This is an optimization exercise on Yosys and OpenROAD, whose aim is small area, a short achievable clock period and few clock cycles per item, not a production implementation. The RTL was checked by simulation tests, not by an equivalence proof against the original design.

==> 03-28 <==
==> flow/design.v <==
module systolic_fa(input a, input b, input c, output s, output co);
	assign s = a ^ b ^ c;
	assign co = (a & b) | (c & (a ^ b));
endmodule
module systolic_xor2(input a, input b, output y);
	assign y = a ^ b;
endmodule
module systolic_xnor2(input a, input b, output y);
	assign y = ~(a ^ b);
endmodule
module systolic_mux2(input a0, input a1, input s, output y);
	assign y = s ? a1 : a0;
endmodule
module systolic_nor2(input a, input b, output y);
	assign y = ~(a | b);
endmodule
`timescale 1 ps / 1 ps
module systolic_array_top (
		input  wire reset_sink_reset,
		input  wire clock_sink,
		output wire [127:0] data_out_data,  
		input  wire data_out_ready,
		output reg data_out_valid,
		input  wire [127:0] st_rows_data,  
		output wire st_rows_ready,
		input  wire st_rows_valid,
		input  wire [127:0] st_cols_data,
		output wire st_cols_ready,
		input  wire st_cols_valid,
		input  wire [31:0] st_instr_data,
		output reg st_instr_ready,
		input wire st_instr_valid
	);
	wire CLOCK = clock_sink;
	wire reset = reset_sink_reset;
	reg [1:0] credits;
	reg [3:0] beat;
	reg [127:0] in_a;
	reg [127:0] in_a3;
	reg [63:0] in_s1;
	reg [63:0] in_s2;
	reg [63:0] in_s3;
	reg v0, last0;
	reg active;
	reg pending;
	reg [3:0] phase;
	reg [4:0] next_col;
	reg [127:0] out_reg;
	reg rdy_a, rdy_b;	 
	reg ld_a, ld_b;		 
	reg here;		 
	reg idle;		 
	wire in_ready = rdy_a || (rdy_b && data_out_ready);
	assign st_rows_ready = in_ready;
	assign st_cols_ready = in_ready;
	wire load = ld_a || (ld_b && data_out_ready);
	wire out_free = !data_out_valid || data_out_ready;
	wire xfer = here && out_free;
	wire clr = load || idle;
	wire data_in_valid = st_rows_valid && st_cols_valid;
	wire fire = in_ready && data_in_valid;
	wire ifire = st_instr_ready && st_instr_valid;
	wire waiting = pending || last0;
	wire [1:0] credits_n = credits + {1'b0, ifire} - {1'b0, fire && beat == 4'd15};
	wire last0_n = fire && beat == 4'd15;
	wire active_n = (active || v0) && !load;
	wire pending_n = waiting && !load;
	wire [3:0] phase_n = load ? 4'd0 : phase + 4'd1;
	wire [4:0] next_col_n = load ? 5'd0 : next_col + {4'd0, xfer};
	wire dv_n = xfer || (data_out_valid && !data_out_ready);
	wire waiting_n = pending_n || last0_n;
	wire last_here_n = (next_col_n == 5'd15) && (phase_n == 4'd15);
	wire hasi_n = credits_n != 2'd0;
	always @ (posedge CLOCK, posedge reset) begin
		if (reset) begin
			credits <= 0;
			st_instr_ready <= 0;
			beat <= 0;
			last0 <= 0;
			v0 <= 0;
			active <= 0;
			pending <= 0;
			phase <= 0;
			next_col <= 5'd16;
			data_out_valid <= 0;
			rdy_a <= 0;
			rdy_b <= 0;
			ld_a <= 0;
			ld_b <= 0;
			here <= 0;
			idle <= 1;
		end else begin
			credits <= credits_n;
			st_instr_ready <= credits_n != 2'd2;
			if (fire)
				beat <= beat + 4'd1;
			last0 <= last0_n;
			v0 <= fire;
			active <= active_n;
			pending <= pending_n;
			phase <= phase_n;
			next_col <= next_col_n;
			data_out_valid <= dv_n;
			rdy_a <= hasi_n && (!waiting_n || next_col_n[4] || (last_here_n && !dv_n));
			rdy_b <= hasi_n && waiting_n && last_here_n && dv_n;
			ld_a <= waiting_n && (next_col_n[4] || (last_here_n && !dv_n));
			ld_b <= waiting_n && last_here_n && dv_n;
			here <= !next_col_n[4] && (phase_n == next_col_n[3:0]);
			idle <= !active_n && !fire;
		end
	end
	genvar r, c, k;
	generate
		for (r = 0; r < 16; r = r + 1) begin: pre_row
			wire [7:0] av = st_rows_data[127-8*r -: 8];
			always @ (posedge CLOCK) begin
				in_a[8*r+7 -: 8] <= av;
				in_a3[8*r+7 -: 8] <= av + {av[6:0], 1'b0};
			end
		end
		for (c = 0; c < 16; c = c + 1) begin: pre_col
			for (k = 0; k < 4; k = k + 1) begin: digit
				wire [1:0] d = st_cols_data[127-8*c-7+2*k +: 2];
				always @ (posedge CLOCK) begin
					in_s1[4*c+k] <= fire && d == 2'd1;
					in_s2[4*c+k] <= fire && d == 2'd2;
					in_s3[4*c+k] <= fire && d == 2'd3;
				end
			end
		end
	endgenerate
	wire [7:0] sum [0:15][0:15];
	reg [7:0] shadow [0:15][0:15];
	generate
		for (c = 0; c < 16; c = c + 1) begin: col
			for (r = 0; r < 16; r = r + 1) begin: row
				wire [7:0] a = in_a[8*r+7 -: 8];
				wire [7:0] a3 = in_a3[8*r+7 -: 8];
				wire [3:0] s1 = in_s1[4*c+3 -: 4];
				wire [3:0] s2 = in_s2[4*c+3 -: 4];
				wire [3:0] s3 = in_s3[4*c+3 -: 4];
				wire [7:0] sum_p;
				reg [7:0] acc;	 
				wire pp0_0, pp0_1, pp0_2, pp0_3, pp0_4, pp0_5, pp0_6, pp0_7, pp1_2, pp1_3, pp1_4, pp1_5, pp1_6, pp1_7, pp2_4, pp2_5, pp2_6, pp2_7, pp3_6, pp3_7, x0, x1, x2, x3, x4, x5, x6, x7, fs0, fc0, fs1, fc1, fs2, fc2, fs3, fc3, fs4, fc4, fs5, fc5, fs6, fc6, fs7, fc7, fs8, fc8, p0, g0, p1, g1, p2, g2, p3, g3, p4, g4, p5, g5, p6, g6, G0_1, P0_1, G0_3, P0_3, G0_5, P0_5, G1_2, P1_2, G1_3, P1_3, G1_6, P1_6, G2_4, P2_4, G2_5, P2_5, G2_6, P2_6, sum0, sum1, sum2, sum3, sum4, sum5, sum6, xs0, xs1, xs2, xs3, xs4, xs5, xs6, xs7, sum7;
				assign pp0_0 = ~((s1[0] | s3[0]) & a[0]);
				assign pp0_1 = ~((s1[0] & a[1]) | (s2[0] & a[0]) | (s3[0] & a3[1]));
				assign pp0_2 = ~((s1[0] & a[2]) | (s2[0] & a[1]) | (s3[0] & a3[2]));
				assign pp0_3 = ~((s1[0] & a[3]) | (s2[0] & a[2]) | (s3[0] & a3[3]));
				assign pp0_4 = ~((s1[0] & a[4]) | (s2[0] & a[3]) | (s3[0] & a3[4]));
				assign pp0_5 = ~((s1[0] & a[5]) | (s2[0] & a[4]) | (s3[0] & a3[5]));
				assign pp0_6 = ~((s1[0] & a[6]) | (s2[0] & a[5]) | (s3[0] & a3[6]));
				assign pp0_7 = ~((s1[0] & a[7]) | (s2[0] & a[6]) | (s3[0] & a3[7]));
				assign pp1_2 = ~((s1[1] | s3[1]) & a[0]);
				assign pp1_3 = ~((s1[1] & a[1]) | (s2[1] & a[0]) | (s3[1] & a3[1]));
				assign pp1_4 = ~((s1[1] & a[2]) | (s2[1] & a[1]) | (s3[1] & a3[2]));
				assign pp1_5 = ~((s1[1] & a[3]) | (s2[1] & a[2]) | (s3[1] & a3[3]));
				assign pp1_6 = ~((s1[1] & a[4]) | (s2[1] & a[3]) | (s3[1] & a3[4]));
				assign pp1_7 = ~((s1[1] & a[5]) | (s2[1] & a[4]) | (s3[1] & a3[5]));
				assign pp2_4 = ~((s1[2] | s3[2]) & a[0]);
				assign pp2_5 = ~((s1[2] & a[1]) | (s2[2] & a[0]) | (s3[2] & a3[1]));
				assign pp2_6 = ~((s1[2] & a[2]) | (s2[2] & a[1]) | (s3[2] & a3[2]));
				assign pp2_7 = ~((s1[2] & a[3]) | (s2[2] & a[2]) | (s3[2] & a3[3]));
				assign pp3_6 = ~((s1[3] | s3[3]) & a[0]);
				assign pp3_7 = ~((s1[3] & a[1]) | (s2[3] & a[0]) | (s3[3] & a3[1]));
				assign x0 = acc[0];
				assign x1 = acc[1];
				assign x2 = acc[2];
				assign x3 = acc[3];
				assign x4 = acc[4];
				assign x5 = acc[5];
				assign x6 = acc[6];
				assign x7 = acc[7];
				systolic_fa fa0(.a(x2), .b(pp0_2), .c(pp1_2), .s(fs0), .co(fc0));
				systolic_fa fa1(.a(x3), .b(pp0_3), .c(pp1_3), .s(fs1), .co(fc1));
				systolic_fa fa2(.a(x4), .b(pp0_4), .c(pp1_4), .s(fs2), .co(fc2));
				systolic_fa fa3(.a(pp2_4), .b(fc1), .c(fs2), .s(fs3), .co(fc3));
				systolic_fa fa4(.a(x5), .b(pp0_5), .c(pp1_5), .s(fs4), .co(fc4));
				systolic_fa fa5(.a(pp2_5), .b(fc2), .c(fs4), .s(fs5), .co(fc5));
				systolic_fa fa6(.a(x6), .b(pp0_6), .c(pp1_6), .s(fs6), .co(fc6));
				systolic_fa fa7(.a(pp2_6), .b(pp3_6), .c(fc4), .s(fs7), .co(fc7));
				systolic_fa fa8(.a(fs6), .b(fs7), .c(fc5), .s(fs8), .co(fc8));
				systolic_xor2 px0(.a(x0), .b(pp0_0), .y(p0));
				systolic_nor2 gx0(.a(x0), .b(pp0_0), .y(g0));
				systolic_xor2 px1(.a(x1), .b(pp0_1), .y(p1));
				systolic_nor2 gx1(.a(x1), .b(pp0_1), .y(g1));
				assign p2 = ~fs0;
				assign g2 = 1'b0;
				systolic_xor2 px3(.a(fc0), .b(fs1), .y(p3));
				systolic_nor2 gx3(.a(fc0), .b(fs1), .y(g3));
				assign p4 = ~fs3;
				assign g4 = 1'b0;
				systolic_xor2 px5(.a(fc3), .b(fs5), .y(p5));
				systolic_nor2 gx5(.a(fc3), .b(fs5), .y(g5));
				assign p6 = ~fs8;
				assign g6 = 1'b0;
				assign G0_1 = g1 | (p1 & g0);
				assign P0_1 = p1 & p0;
				assign G0_3 = g3 | (p3 & g2);
				assign P0_3 = p3 & p2;
				assign G0_5 = g5 | (p5 & g4);
				assign P0_5 = p5 & p4;
				assign G1_2 = g2 | (p2 & G0_1);
				assign P1_2 = p2 & P0_1;
				assign G1_3 = G0_3 | (P0_3 & G0_1);
				assign P1_3 = P0_3 & P0_1;
				assign G1_6 = g6 | (p6 & G0_5);
				assign P1_6 = p6 & P0_5;
				assign G2_4 = g4 | (p4 & G1_3);
				assign P2_4 = p4 & P1_3;
				assign G2_5 = G0_5 | (P0_5 & G1_3);
				assign P2_5 = P0_5 & P1_3;
				assign G2_6 = G1_6 | (P1_6 & G1_3);
				assign P2_6 = P1_6 & P1_3;
				assign sum0 = p0;
				assign sum1 = p1 ^ g0;
				assign sum2 = p2 ^ G0_1;
				assign sum3 = p3 ^ G1_2;
				assign sum4 = p4 ^ G1_3;
				assign sum5 = p5 ^ G2_4;
				assign sum6 = p6 ^ G2_5;
				systolic_xor2 xg0(.a(x7), .b(pp0_7), .y(xs0));
				systolic_xor2 xg1(.a(pp1_7), .b(pp2_7), .y(xs1));
				systolic_xor2 xg2(.a(pp3_7), .b(xs0), .y(xs2));
				systolic_xor2 xg3(.a(xs1), .b(xs2), .y(xs3));
				systolic_xor2 xg4(.a(fc6), .b(xs3), .y(xs4));
				systolic_xor2 xg5(.a(xs4), .b(fc7), .y(xs5));
				systolic_xor2 xg6(.a(xs5), .b(fc8), .y(xs6));
				systolic_xor2 xg7(.a(xs6), .b(G2_6), .y(xs7));
				assign sum7 = xs7;
				assign sum_p = {sum7, sum6, sum5, sum4, sum3, sum2, sum1, sum0};
				assign sum[c][r] = sum_p;
				wire [7:0] shadow_d;
				systolic_mux2 smux[7:0] (.a0(shadow[(c+1)%16][r]), .a1(sum_p), .s(load), .y(shadow_d));
				always @ (posedge CLOCK) begin
					acc <= clr ? 8'hff : ~sum_p;
					shadow[c][r] <= shadow_d;
				end
			end
		end
	endgenerate
	always @ (posedge CLOCK) begin
		if (xfer)
			out_reg <= {shadow[0][0], shadow[0][1], shadow[0][2], shadow[0][3],
				shadow[0][4], shadow[0][5], shadow[0][6], shadow[0][7],
				shadow[0][8], shadow[0][9], shadow[0][10], shadow[0][11],
				shadow[0][12], shadow[0][13], shadow[0][14], shadow[0][15]};
	end
	assign data_out_data = out_reg;
endmodule
==> flow/run.sh <==
#!/bin/bash
# synth_recipe.tcl (not shown) runs the flow's synth.tcl, then flattens the netlist and writes it again
# the make line also repeats each setting of config.mk as NAME=value (left out here)
make -C /OpenROAD-flow-scripts/flow DESIGN_CONFIG=/design/flow/config.mk WORK_HOME=/design/flow/orfs CLKGATE_MAP_FILE= SYNTH_SCRIPT=/design/flow/synth_recipe.tcl finish
==> flow/config.mk <==
export PLATFORM = sky130hd
export DESIGN_NAME = systolic_array_top
export DESIGN_NICKNAME = systolic_array_top
export VERILOG_FILES = /design/flow/design.v
export SDC_FILE = /design/flow/constraint.sdc
export NUM_CORES = 8
export LEC_CHECK = 0
export CAP_MARGIN = 20
export CORE_MARGIN = 2
export CORE_UTILIZATION = 35
export PLACE_DENSITY = 0.45
export SETUP_SLACK_MARGIN = 2.5
export SLEW_MARGIN = 20
export SYNTH_HIERARCHICAL = 1
==> flow/constraint.sdc <==
create_clock -name core_clock -period 6.0 [get_ports {clock_sink}]
set_input_delay 1.2000 -clock core_clock [delete_from_list [all_inputs] [get_ports {clock_sink}]]
set_output_delay 1.2000 -clock core_clock [all_outputs]
set_load 0.01 [all_outputs]
==> 04-25 (differences from 03-28) <==
--- a/flow/design.v
+++ b/flow/design.v
@@ -9,6 +9,6 @@
 	assign y = ~(a ^ b);
 endmodule
-module systolic_mux2(input a0, input a1, input s, output y);
-	assign y = s ? a1 : a0;
+module systolic_mux2(input a0, input a1, input s, input sn, output y);
+	assign y = (a1 & s) | (a0 & sn);
 endmodule
 module systolic_nor2(input a, input b, output y);
@@ -36,9 +36,6 @@
 	reg [1:0] credits;
 	reg [3:0] beat;
-	reg [127:0] in_a;
-	reg [127:0] in_a3;
-	reg [63:0] in_s1;
-	reg [63:0] in_s2;
-	reg [63:0] in_s3;
+	reg [127:0] row_m, row_m3, col_m, col_m3;
+	reg [63:0] row_s1, row_s2, row_s3, col_s1, col_s2, col_s3;
 	reg v0, last0;
 	reg active;
@@ -55,4 +52,5 @@
 	assign st_cols_ready = in_ready;
 	wire load = ld_a || (ld_b && data_out_ready);
+	wire load_n = !load;
 	wire out_free = !data_out_valid || data_out_ready;
 	wire xfer = here && out_free;
@@ -112,18 +110,21 @@
 	genvar r, c, k;
 	generate
-		for (r = 0; r < 16; r = r + 1) begin: pre_row
+		for (r = 0; r < 16; r = r + 1) begin: pre
 			wire [7:0] av = st_rows_data[127-8*r -: 8];
+			wire [7:0] bv = st_cols_data[127-8*r -: 8];
 			always @ (posedge CLOCK) begin
-				in_a[8*r+7 -: 8] <= av;
-				in_a3[8*r+7 -: 8] <= av + {av[6:0], 1'b0};
+				row_m[8*r+7 -: 8] <= av;
+				row_m3[8*r+7 -: 8] <= av + {av[6:0], 1'b0};
+				col_m[8*r+7 -: 8] <= bv;
+				col_m3[8*r+7 -: 8] <= bv + {bv[6:0], 1'b0};
 			end
-		end
-		for (c = 0; c < 16; c = c + 1) begin: pre_col
 			for (k = 0; k < 4; k = k + 1) begin: digit
-				wire [1:0] d = st_cols_data[127-8*c-7+2*k +: 2];
 				always @ (posedge CLOCK) begin
-					in_s1[4*c+k] <= fire && d == 2'd1;
-					in_s2[4*c+k] <= fire && d == 2'd2;
-					in_s3[4*c+k] <= fire && d == 2'd3;
+					row_s1[4*r+k] <= fire && av[2*k +: 2] == 2'd1;
+					row_s2[4*r+k] <= fire && av[2*k +: 2] == 2'd2;
+					row_s3[4*r+k] <= fire && av[2*k +: 2] == 2'd3;
+					col_s1[4*r+k] <= fire && bv[2*k +: 2] == 2'd1;
+					col_s2[4*r+k] <= fire && bv[2*k +: 2] == 2'd2;
+					col_s3[4*r+k] <= fire && bv[2*k +: 2] == 2'd3;
 				end
 			end
@@ -135,9 +136,10 @@
 		for (c = 0; c < 16; c = c + 1) begin: col
 			for (r = 0; r < 16; r = r + 1) begin: row
-				wire [7:0] a = in_a[8*r+7 -: 8];
-				wire [7:0] a3 = in_a3[8*r+7 -: 8];
-				wire [3:0] s1 = in_s1[4*c+3 -: 4];
-				wire [3:0] s2 = in_s2[4*c+3 -: 4];
-				wire [3:0] s3 = in_s3[4*c+3 -: 4];
+				localparam DIAG = (r < 8) == (c < 8);
+				wire [7:0] a = DIAG ? row_m[8*r+7 -: 8] : col_m[8*c+7 -: 8];
+				wire [7:0] a3 = DIAG ? row_m3[8*r+7 -: 8] : col_m3[8*c+7 -: 8];
+				wire [3:0] s1 = DIAG ? col_s1[4*c+3 -: 4] : row_s1[4*r+3 -: 4];
+				wire [3:0] s2 = DIAG ? col_s2[4*c+3 -: 4] : row_s2[4*r+3 -: 4];
+				wire [3:0] s3 = DIAG ? col_s3[4*c+3 -: 4] : row_s3[4*r+3 -: 4];
 				wire [7:0] sum_p;
 				reg [7:0] acc;	 
@@ -231,5 +233,5 @@
 				assign sum[c][r] = sum_p;
 				wire [7:0] shadow_d;
-				systolic_mux2 smux[7:0] (.a0(shadow[(c+1)%16][r]), .a1(sum_p), .s(load), .y(shadow_d));
+				systolic_mux2 smux[7:0] (.a0(shadow[(c+1)%16][r]), .a1(sum_p), .s(load), .sn(load_n), .y(shadow_d));
 				always @ (posedge CLOCK) begin
 					acc <= clr ? 8'hff : ~sum_p;
==> 08-07 (differences from 03-28) <==
--- a/flow/design.v
+++ b/flow/design.v
@@ -9,6 +9,6 @@
 	assign y = ~(a ^ b);
 endmodule
-module systolic_mux2(input a0, input a1, input s, output y);
-	assign y = s ? a1 : a0;
+module systolic_mux2(input a0, input a1, input s, input sn, output y);
+	assign y = (a1 & s) | (a0 & sn);
 endmodule
 module systolic_nor2(input a, input b, output y);
@@ -36,9 +36,6 @@
 	reg [1:0] credits;
 	reg [3:0] beat;
-	reg [127:0] in_a;
-	reg [127:0] in_a3;
-	reg [63:0] in_s1;
-	reg [63:0] in_s2;
-	reg [63:0] in_s3;
+	reg [127:0] row_m, row_m3, col_m, col_m3;
+	reg [63:0] row_s1, row_s2, row_s3, col_s1, col_s2, col_s3;
 	reg v0, last0;
 	reg active;
@@ -55,4 +52,5 @@
 	assign st_cols_ready = in_ready;
 	wire load = ld_a || (ld_b && data_out_ready);
+	wire load_n = !load;
 	wire out_free = !data_out_valid || data_out_ready;
 	wire xfer = here && out_free;
@@ -112,18 +110,21 @@
 	genvar r, c, k;
 	generate
-		for (r = 0; r < 16; r = r + 1) begin: pre_row
+		for (r = 0; r < 16; r = r + 1) begin: pre
 			wire [7:0] av = st_rows_data[127-8*r -: 8];
+			wire [7:0] bv = st_cols_data[127-8*r -: 8];
 			always @ (posedge CLOCK) begin
-				in_a[8*r+7 -: 8] <= av;
-				in_a3[8*r+7 -: 8] <= av + {av[6:0], 1'b0};
+				row_m[8*r+7 -: 8] <= av;
+				row_m3[8*r+7 -: 8] <= av + {av[6:0], 1'b0};
+				col_m[8*r+7 -: 8] <= bv;
+				col_m3[8*r+7 -: 8] <= bv + {bv[6:0], 1'b0};
 			end
-		end
-		for (c = 0; c < 16; c = c + 1) begin: pre_col
 			for (k = 0; k < 4; k = k + 1) begin: digit
-				wire [1:0] d = st_cols_data[127-8*c-7+2*k +: 2];
 				always @ (posedge CLOCK) begin
-					in_s1[4*c+k] <= fire && d == 2'd1;
-					in_s2[4*c+k] <= fire && d == 2'd2;
-					in_s3[4*c+k] <= fire && d == 2'd3;
+					row_s1[4*r+k] <= fire && av[2*k +: 2] == 2'd1;
+					row_s2[4*r+k] <= fire && av[2*k +: 2] == 2'd2;
+					row_s3[4*r+k] <= fire && av[2*k +: 2] == 2'd3;
+					col_s1[4*r+k] <= fire && bv[2*k +: 2] == 2'd1;
+					col_s2[4*r+k] <= fire && bv[2*k +: 2] == 2'd2;
+					col_s3[4*r+k] <= fire && bv[2*k +: 2] == 2'd3;
 				end
 			end
@@ -135,9 +136,10 @@
 		for (c = 0; c < 16; c = c + 1) begin: col
 			for (r = 0; r < 16; r = r + 1) begin: row
-				wire [7:0] a = in_a[8*r+7 -: 8];
-				wire [7:0] a3 = in_a3[8*r+7 -: 8];
-				wire [3:0] s1 = in_s1[4*c+3 -: 4];
-				wire [3:0] s2 = in_s2[4*c+3 -: 4];
-				wire [3:0] s3 = in_s3[4*c+3 -: 4];
+				localparam DIAG = (r < 8) == (c < 8);
+				wire [7:0] a = DIAG ? row_m[8*r+7 -: 8] : col_m[8*c+7 -: 8];
+				wire [7:0] a3 = DIAG ? row_m3[8*r+7 -: 8] : col_m3[8*c+7 -: 8];
+				wire [3:0] s1 = DIAG ? col_s1[4*c+3 -: 4] : row_s1[4*r+3 -: 4];
+				wire [3:0] s2 = DIAG ? col_s2[4*c+3 -: 4] : row_s2[4*r+3 -: 4];
+				wire [3:0] s3 = DIAG ? col_s3[4*c+3 -: 4] : row_s3[4*r+3 -: 4];
 				wire [7:0] sum_p;
 				reg [7:0] acc;	 
@@ -231,5 +233,5 @@
 				assign sum[c][r] = sum_p;
 				wire [7:0] shadow_d;
-				systolic_mux2 smux[7:0] (.a0(shadow[(c+1)%16][r]), .a1(sum_p), .s(load), .y(shadow_d));
+				systolic_mux2 smux[7:0] (.a0(shadow[(c+1)%16][r]), .a1(sum_p), .s(load), .sn(load_n), .y(shadow_d));
 				always @ (posedge CLOCK) begin
 					acc <= clr ? 8'hff : ~sum_p;
--- a/flow/config.mk
+++ b/flow/config.mk
@@ -9,6 +9,8 @@
 export CORE_MARGIN = 2
 export CORE_UTILIZATION = 35
+export CTS_CLUSTER_DIAMETER = 100
+export CTS_CLUSTER_SIZE = 20
 export PLACE_DENSITY = 0.45
-export SETUP_SLACK_MARGIN = 2.5
+export SETUP_SLACK_MARGIN = 2.7
 export SLEW_MARGIN = 20
 export SYNTH_HIERARCHICAL = 1
==> 08-02 (differences from 03-28) <==
--- a/flow/design.v
+++ b/flow/design.v
@@ -9,6 +9,6 @@
 	assign y = ~(a ^ b);
 endmodule
-module systolic_mux2(input a0, input a1, input s, output y);
-	assign y = s ? a1 : a0;
+module systolic_mux2(input a0, input a1, input s, input sn, output y);
+	assign y = (a1 & s) | (a0 & sn);
 endmodule
 module systolic_nor2(input a, input b, output y);
@@ -36,9 +36,6 @@
 	reg [1:0] credits;
 	reg [3:0] beat;
-	reg [127:0] in_a;
-	reg [127:0] in_a3;
-	reg [63:0] in_s1;
-	reg [63:0] in_s2;
-	reg [63:0] in_s3;
+	reg [127:0] row_m, row_m3, col_m, col_m3;
+	reg [63:0] row_s1, row_s2, row_s3, col_s1, col_s2, col_s3;
 	reg v0, last0;
 	reg active;
@@ -55,4 +52,5 @@
 	assign st_cols_ready = in_ready;
 	wire load = ld_a || (ld_b && data_out_ready);
+	wire load_n = !load;
 	wire out_free = !data_out_valid || data_out_ready;
 	wire xfer = here && out_free;
@@ -112,18 +110,21 @@
 	genvar r, c, k;
 	generate
-		for (r = 0; r < 16; r = r + 1) begin: pre_row
+		for (r = 0; r < 16; r = r + 1) begin: pre
 			wire [7:0] av = st_rows_data[127-8*r -: 8];
+			wire [7:0] bv = st_cols_data[127-8*r -: 8];
 			always @ (posedge CLOCK) begin
-				in_a[8*r+7 -: 8] <= av;
-				in_a3[8*r+7 -: 8] <= av + {av[6:0], 1'b0};
+				row_m[8*r+7 -: 8] <= av;
+				row_m3[8*r+7 -: 8] <= av + {av[6:0], 1'b0};
+				col_m[8*r+7 -: 8] <= bv;
+				col_m3[8*r+7 -: 8] <= bv + {bv[6:0], 1'b0};
 			end
-		end
-		for (c = 0; c < 16; c = c + 1) begin: pre_col
 			for (k = 0; k < 4; k = k + 1) begin: digit
-				wire [1:0] d = st_cols_data[127-8*c-7+2*k +: 2];
 				always @ (posedge CLOCK) begin
-					in_s1[4*c+k] <= fire && d == 2'd1;
-					in_s2[4*c+k] <= fire && d == 2'd2;
-					in_s3[4*c+k] <= fire && d == 2'd3;
+					row_s1[4*r+k] <= fire && av[2*k +: 2] == 2'd1;
+					row_s2[4*r+k] <= fire && av[2*k +: 2] == 2'd2;
+					row_s3[4*r+k] <= fire && av[2*k +: 2] == 2'd3;
+					col_s1[4*r+k] <= fire && bv[2*k +: 2] == 2'd1;
+					col_s2[4*r+k] <= fire && bv[2*k +: 2] == 2'd2;
+					col_s3[4*r+k] <= fire && bv[2*k +: 2] == 2'd3;
 				end
 			end
@@ -135,9 +136,10 @@
 		for (c = 0; c < 16; c = c + 1) begin: col
 			for (r = 0; r < 16; r = r + 1) begin: row
-				wire [7:0] a = in_a[8*r+7 -: 8];
-				wire [7:0] a3 = in_a3[8*r+7 -: 8];
-				wire [3:0] s1 = in_s1[4*c+3 -: 4];
-				wire [3:0] s2 = in_s2[4*c+3 -: 4];
-				wire [3:0] s3 = in_s3[4*c+3 -: 4];
+				localparam DIAG = (r < 8) == (c < 8);
+				wire [7:0] a = DIAG ? row_m[8*r+7 -: 8] : col_m[8*c+7 -: 8];
+				wire [7:0] a3 = DIAG ? row_m3[8*r+7 -: 8] : col_m3[8*c+7 -: 8];
+				wire [3:0] s1 = DIAG ? col_s1[4*c+3 -: 4] : row_s1[4*r+3 -: 4];
+				wire [3:0] s2 = DIAG ? col_s2[4*c+3 -: 4] : row_s2[4*r+3 -: 4];
+				wire [3:0] s3 = DIAG ? col_s3[4*c+3 -: 4] : row_s3[4*r+3 -: 4];
 				wire [7:0] sum_p;
 				reg [7:0] acc;	 
@@ -231,5 +233,5 @@
 				assign sum[c][r] = sum_p;
 				wire [7:0] shadow_d;
-				systolic_mux2 smux[7:0] (.a0(shadow[(c+1)%16][r]), .a1(sum_p), .s(load), .y(shadow_d));
+				systolic_mux2 smux[7:0] (.a0(shadow[(c+1)%16][r]), .a1(sum_p), .s(load), .sn(load_n), .y(shadow_d));
 				always @ (posedge CLOCK) begin
 					acc <= clr ? 8'hff : ~sum_p;
--- a/flow/config.mk
+++ b/flow/config.mk
@@ -9,6 +9,8 @@
 export CORE_MARGIN = 2
 export CORE_UTILIZATION = 35
+export CTS_CLUSTER_DIAMETER = 100
+export CTS_CLUSTER_SIZE = 20
 export PLACE_DENSITY = 0.45
-export SETUP_SLACK_MARGIN = 2.5
+export SETUP_SLACK_MARGIN = 2.3
 export SLEW_MARGIN = 20
 export SYNTH_HIERARCHICAL = 1
==> impl_metrics.ini <==
[worst_setup_path]
path_cells = buf_4, a222oi_1, fa_1, fa_1, xor2_1, a31oi_1, nor2_1, xor2_1, a22o_1
path_class = reg -> reg
cp-endpoint = shadow[65][7]

[finish]
design_area_um2 = 343000
buf_share_pct = 4.01

[global_routing]
busiest_layer = met1

[routing]
wl_um = 1480000

[pwr]
p_sw_uw = 42900

[outcome]
status = no timing/DRC/antenna violations
[end of results for 04-25]
==> impl_metrics.ini <==
[worst_setup_path]
cp-endpoint = shadow[1][7]
path_class = reg -> reg

[finish]
buf_share_pct = 3.76

[pwr]
p_sw_uw = 39500

[outcome]
status = no timing/DRC/antenna violations

[routing]
wl_um = 1460000
[end of results for 08-02]
==> impl_metrics.ini <==
[outcome]
status = no timing/DRC/antenna violations

[finish]
sh_seq_area_pct = 27.3
buf_share_pct = 6.31

[pwr]
p_sw_uw = 42600

[worst_setup_path]
path_cells = buf_6, a222oi_1, fa_1, fa_1, fa_1, nor2_1, xor2_1, mux2_4
cp-endpoint = shadow[78][7]
path_class = reg -> reg
r2r_cells = 8

[routing]
highest_layer = met5
wl_um = 1620000

[cts]
clk_path_buf_depth = 4

[timing]
timing.fmax_mhz = 280

[synthesis]
synthSimpleGateAreaFrac_pct = 6.89
[end of results for 03-28]
==> impl_metrics.ini <==
[outcome]
status = no timing/DRC/antenna violations

[worst_setup_path]
cp-endpoint = data_out_data[63]
path_cells = buf_2
path_class = reg -> out

[floorplan]
pin_count = 426

[finish]
buf_share_pct = 6.76
design_area_um2 = 343000

[global_routing]
busiest_layer = met2
use_met1_pct = 44.7

[routing]
wl_um = 1560000

[pwr]
p_sw_uw = 40800
[end of results for 08-07]
Testbench counts of 03-28, summed over its fixed seeds: cycles 4,248, items 256.
Testbench counts of 04-25, summed over its fixed seeds: cycles 4,248, items 256.
Testbench counts of 08-07, summed over its fixed seeds: cycles 4,248, items 256.
Testbench counts of 08-02, summed over its fixed seeds: cycles 4,248, items 256.

-- static timing again, ports no longer ideal --
The results above use ideal ports. As a check the final layouts listed here were re-extracted and re-timed, cells and wires unchanged. Step 1, drivers: a clkbuf_16 drives clock_sink and a buf_2 each remaining input, both assumed. Step 2 adds t to the input delays and takes it off the output delays; t is the mean of the earliest and latest rising clock arrival at the registers after step 1. Input paths then give back, and output paths get back, about the clock's delay inside the block. Slacks: ideal / step 1 / step 2; pairs: ideal / step 1.
| run | t, ns | setup WS [ns] | slew at the worst register clock pin (ns) |
|---|---|---|---|
| 03-28 | 1.351 | 2.434 / 2.365 / 1.969 | 0.08 / 0.08 |
| 04-25 | 1.314 | 2.501 / 2.379 / 1.571 | 0.07 / 0.07 |
| 08-07 | 1.231 | 2.592 / 2.455 / 1.817 | 0.11 / 0.11 |
| 08-02 | 1.221 | 2.300 / 2.300 / 1.597 | 0.11 / 0.11 |
After both steps every run listed still meets setup and hold. The setup slack of 04-25, which loses most, moves by -0.122 ns with the drivers and by -0.930 ns with both steps.
